What follows belongs to an exercise in optimizing a design on an open flow for a short achievable clock period and few clock cycles; a production flow would make more cautious choices. Only simulation tests tie the RTL to the original design; equivalence was not proved. Power and IR drop assume default switching activity.

==> flow/design.v (excerpt) <==
module CPU(reset, clk, imem_addr, imem_data, dmem_addr, dmem_wdata, dmem_we, dmem_rdata);
clock: 10.0 ns
lec_check: 0
cap_margin: 30
core_margin: 2
core_utilization: 40
cts_cluster_diameter: 100
cts_cluster_size: 30
slew_margin: 30
standard.sh (not shown) runs the stock make flow with config.mk's settings and CLKGATE_MAP_FILE= SYNTH_SCRIPT=/design/flow/synth_recipe.tcl, a recipe that flattens the netlist after the stock synthesis.
==> flow/flow/run.sh <==
#!/bin/bash
# The standard layout (standard.sh), with these changes to how it is made:
#  - synthesis: the standard flow's own script (synth_recipe.tcl), except that abc maps with flow/abc.script
#    (a delay-driven "map -D"), and ADDER_MAP_FILE is emptied so adders are left to abc as plain
#    logic rather than full/half adder cells. Registers and their names are unchanged.
#  - the port buffers are buf_4 cells (buffer_ports -buffer_cell), not the library's smallest buffer.
#  - after detailed placement, each register that drives an output port (through the port's
#    buffer only) is moved next to that buffer, and the placement legalized again
#    (flow/place_out_flops.tcl, an ORFS POST_DETAIL_PLACE hook).
#  - repair_timing aims for a setup slack margin larger than the design's clock period
#    leaves (flow/margin.txt, in ns), so it keeps shortening paths.
# Each tool's full output: make's in standard_flow.log, ORFS's per-step logs under orfs/logs/.
set -euo pipefail
W=$(pwd)
export MY_FLOW_DIR=$W/flow
MARGIN=$(cat flow/margin.txt)
sed 's#log_cmd abc {\*}$abc_args#set abc_args [lreplace $abc_args 1 1 $::env(MY_FLOW_DIR)/abc.script]\n  log_cmd abc {*}$abc_args#' \
    "$FLOW_HOME/scripts/synth.tcl" > "$W/synth_orfs.tcl"
grep -q 'MY_FLOW_DIR)/abc.script' "$W/synth_orfs.tcl"
sed "s#source \$::env(SCRIPTS_DIR)/synth.tcl#source $W/synth_orfs.tcl#" synth_recipe.tcl > "$W/my_synth.tcl"
grep -q "source $W/synth_orfs.tcl" "$W/my_synth.tcl"
bash standard.sh ADDER_MAP_FILE= SYNTH_SCRIPT="$W/my_synth.tcl" SETUP_SLACK_MARGIN=$MARGIN \
    BUFFER_PORTS_ARGS="-buffer_cell sky130_fd_sc_hd__buf_4" \
    POST_DETAIL_PLACE_TCL="$W/flow/place_out_flops.tcl" finish > standard_flow.log 2>&1
Other scripts of this flow, unchanged in this note and not shown: flow/flow/abc.script, flow/flow/margin.txt, flow/flow/place_out_flops.tcl
The first run went through all stages and came out clean.
Testbench counts at the start, summed over its fixed seeds: cycles 317,480.
Then changed:
Settings changed: CTS_CLUSTER_DIAMETER 100 to not set, CTS_CLUSTER_SIZE 30 to not set.
Outcome: Design area is higher by 2.3%; global-route usage is higher by 0.13 points; fmax is lower by 1.8%; core utilization is higher by 1.1 points; total power is higher by 18%; flip-flop and latch count stays the same; die area is unchanged.
Then changed:
Settings changed: CTS_CLUSTER_DIAMETER set to 80, CTS_CLUSTER_SIZE set to 24.
The new run completed with no timing, DRC or antenna violations.
Clock power is lower by 31%.
Cell area is lower by 2.3%.
Total power is lower by 12%.
First-iteration DRC count is higher by 1.4%.
Fmax is about the same.

========
old:
Another version of the RTL of CPU (not shown whole).
For scale: ~160 I/O pins, ~100,000 um^2 of cells after synthesis.
export LEC_CHECK = 0
export CAP_MARGIN = 30
export CORE_MARGIN = 2
export CORE_UTILIZATION = 40
export SLEW_MARGIN = 30
create_clock -name core_clock -period 10.0 [get_ports {clk}]
==> flow/flow/run.sh <==
#!/bin/bash
# The standard layout (standard.sh), with these changes to how it is made:
#  - synthesis: the standard flow's own script (synth_recipe.tcl), except that abc maps with flow/abc.script
#    (a delay-driven "map -D"), and ADDER_MAP_FILE is emptied so adders are left to abc as plain
#    logic rather than full/half adder cells. Registers and their names are unchanged.
#  - the port buffers are buf_4 cells (buffer_ports -buffer_cell), not the library's smallest buffer.
#  - repair_timing aims for a setup slack margin larger than the design's clock period
#    leaves (flow/margin.txt, in ns), so it keeps shortening paths.
# Each tool's full output: make's in standard_flow.log, ORFS's per-step logs under orfs/logs/.
set -euo pipefail
W=$(pwd)
export MY_FLOW_DIR=$W/flow
MARGIN=$(cat flow/margin.txt)
sed 's#log_cmd abc {\*}$abc_args#set abc_args [lreplace $abc_args 1 1 $::env(MY_FLOW_DIR)/abc.script]\n  log_cmd abc {*}$abc_args#' \
    "$FLOW_HOME/scripts/synth.tcl" > "$W/synth_orfs.tcl"
grep -q 'MY_FLOW_DIR)/abc.script' "$W/synth_orfs.tcl"
sed "s#source \$::env(SCRIPTS_DIR)/synth.tcl#source $W/synth_orfs.tcl#" synth_recipe.tcl > "$W/my_synth.tcl"
grep -q "source $W/synth_orfs.tcl" "$W/my_synth.tcl"
bash standard.sh ADDER_MAP_FILE= SYNTH_SCRIPT="$W/my_synth.tcl" SETUP_SLACK_MARGIN=$MARGIN \
    BUFFER_PORTS_ARGS="-buffer_cell sky130_fd_sc_hd__buf_4" finish > standard_flow.log 2>&1
==> flow/flow/abc.script <==
strash
dch -f
map -D 500
topo
buffer -c
upsize -D 500
dnsize -D 500
stime -p
==> flow/flow/margin.txt <==
7.0
Testbench counts of old, summed over its fixed seeds: cycles 338,621.
Setup changes, old to new
--- a/flow/flow/run.sh
+++ b/flow/flow/run.sh
@@ -5,4 +5,7 @@
 #    logic rather than full/half adder cells. Registers and their names are unchanged.
 #  - the port buffers are buf_4 cells (buffer_ports -buffer_cell), not the library's smallest buffer.
+#  - after detailed placement, each register that drives an output port (through the port's
+#    buffer only) is moved next to that buffer, and the placement legalized again
+#    (flow/place_out_flops.tcl, an ORFS POST_DETAIL_PLACE hook).
 #  - repair_timing aims for a setup slack margin larger than the design's clock period
 #    leaves (flow/margin.txt, in ns), so it keeps shortening paths.
@@ -18,3 +21,4 @@
 grep -q "source $W/synth_orfs.tcl" "$W/my_synth.tcl"
 bash standard.sh ADDER_MAP_FILE= SYNTH_SCRIPT="$W/my_synth.tcl" SETUP_SLACK_MARGIN=$MARGIN \
-    BUFFER_PORTS_ARGS="-buffer_cell sky130_fd_sc_hd__buf_4" finish > standard_flow.log 2>&1
+    BUFFER_PORTS_ARGS="-buffer_cell sky130_fd_sc_hd__buf_4" \
+    POST_DETAIL_PLACE_TCL="$W/flow/place_out_flops.tcl" finish > standard_flow.log 2>&1
==> flow/flow/place_out_flops.tcl (new file) <==
# Move each register that drives an output port (through the port's buffer, and nothing
# else) next to that buffer, then legalize the placement again.
set block [ord::get_db_block]
set moved 0
foreach bterm [$block getBTerms] {
  if {[$bterm getIoType] != "OUTPUT"} { continue }
  set net [$bterm getNet]
  if {$net == "NULL"} { continue }
  set buf ""
  foreach it [$net getITerms] {
    if {[$it isOutputSignal]} { set buf [$it getInst] }
  }
  if {$buf == ""} { continue }
  set in_it ""
  foreach it [$buf getITerms] {
    if {[$it isInputSignal]} { set in_it $it }
  }
  if {$in_it == ""} { continue }
  set n2 [$in_it getNet]
  if {$n2 == "NULL"} { continue }
  set ff ""
  set nload 0
  foreach it [$n2 getITerms] {
    if {[$it isOutputSignal]} { set ff [$it getInst] } else { incr nload }
  }
  if {$ff == "" || $nload != 1} { continue }
  if {![string match "*__df*" [[$ff getMaster] getName]]} { continue }
  lassign [$buf getLocation] x y
  $ff setLocation $x $y
  incr moved
}
puts "place_out_flops: moved $moved registers next to their output buffers"
detailed_placement
optimize_mirroring
puts "place_out_flops: placement violations [check_placement -verbose]"
estimate_parasitics -placement
First-pass GRT wire length in new is 1.0% above old. In summary, new completed successfully, with a layout that passed the timing, DRC and antenna checks. Both conditions hold for old: the flow ran to the end and the final layout passed the timing, DRC and antenna checks. Setup slack: old and new compared, higher one is new. Between old and new, the difference in mean post-synth cell area is negligible. Number of DRC markers in iteration 0 delta (new -> old): insignificant.

-- afterwards: timing with drivers on the ports --
No port has a modelled driver above. Below, the same layouts with a new extraction and two added sets of constraints. Step 1: set_driving_cell puts a clkbuf_16 on clk and a buf_2 on each other input, an assumption about the parent block. Step 2 moves the port delays by t, midway between the first and last clock arrival at a register: inputs arrive t later, outputs are due t later. That takes back most of the time a late clock gives input paths. Slacks: ideal / step 1 / step 2; pairs: ideal / step 1.
run | shift t [ns] | setup WS [ns] | hold slack, ns | worst register clock-pin slew, ns | worst data-port slew with drivers (ns)
the first run of note 1 | 0.914 | 6.635 / 6.535 / 6.125 | 0.334 / 0.334 / 0.334 | 0.12 / 0.12 | 0.22
the second run of note 1 | 1.003 | 6.575 / 6.464 / 6.001 | 0.316 / 0.316 / 0.316 | 0.07 / 0.07 | 0.23
the third run of note 1 | 0.976 | 6.578 / 6.470 / 6.039 | 0.308 / 0.308 / 0.308 | 0.10 / 0.10 | 0.24
old | 1.015 | 6.490 / 6.387 / 5.888 | 0.303 / 0.303 / 0.303 | 0.07 / 0.07 | 0.25
new | 1.012 | 6.600 / 6.493 / 5.842 | 0.320 / 0.320 / 0.320 | 0.07 / 0.07 | 0.25
After both steps every run listed still meets setup and hold. The setup slack of new, which loses most, moves by -0.107 ns with the drivers and by -0.758 ns with both steps.
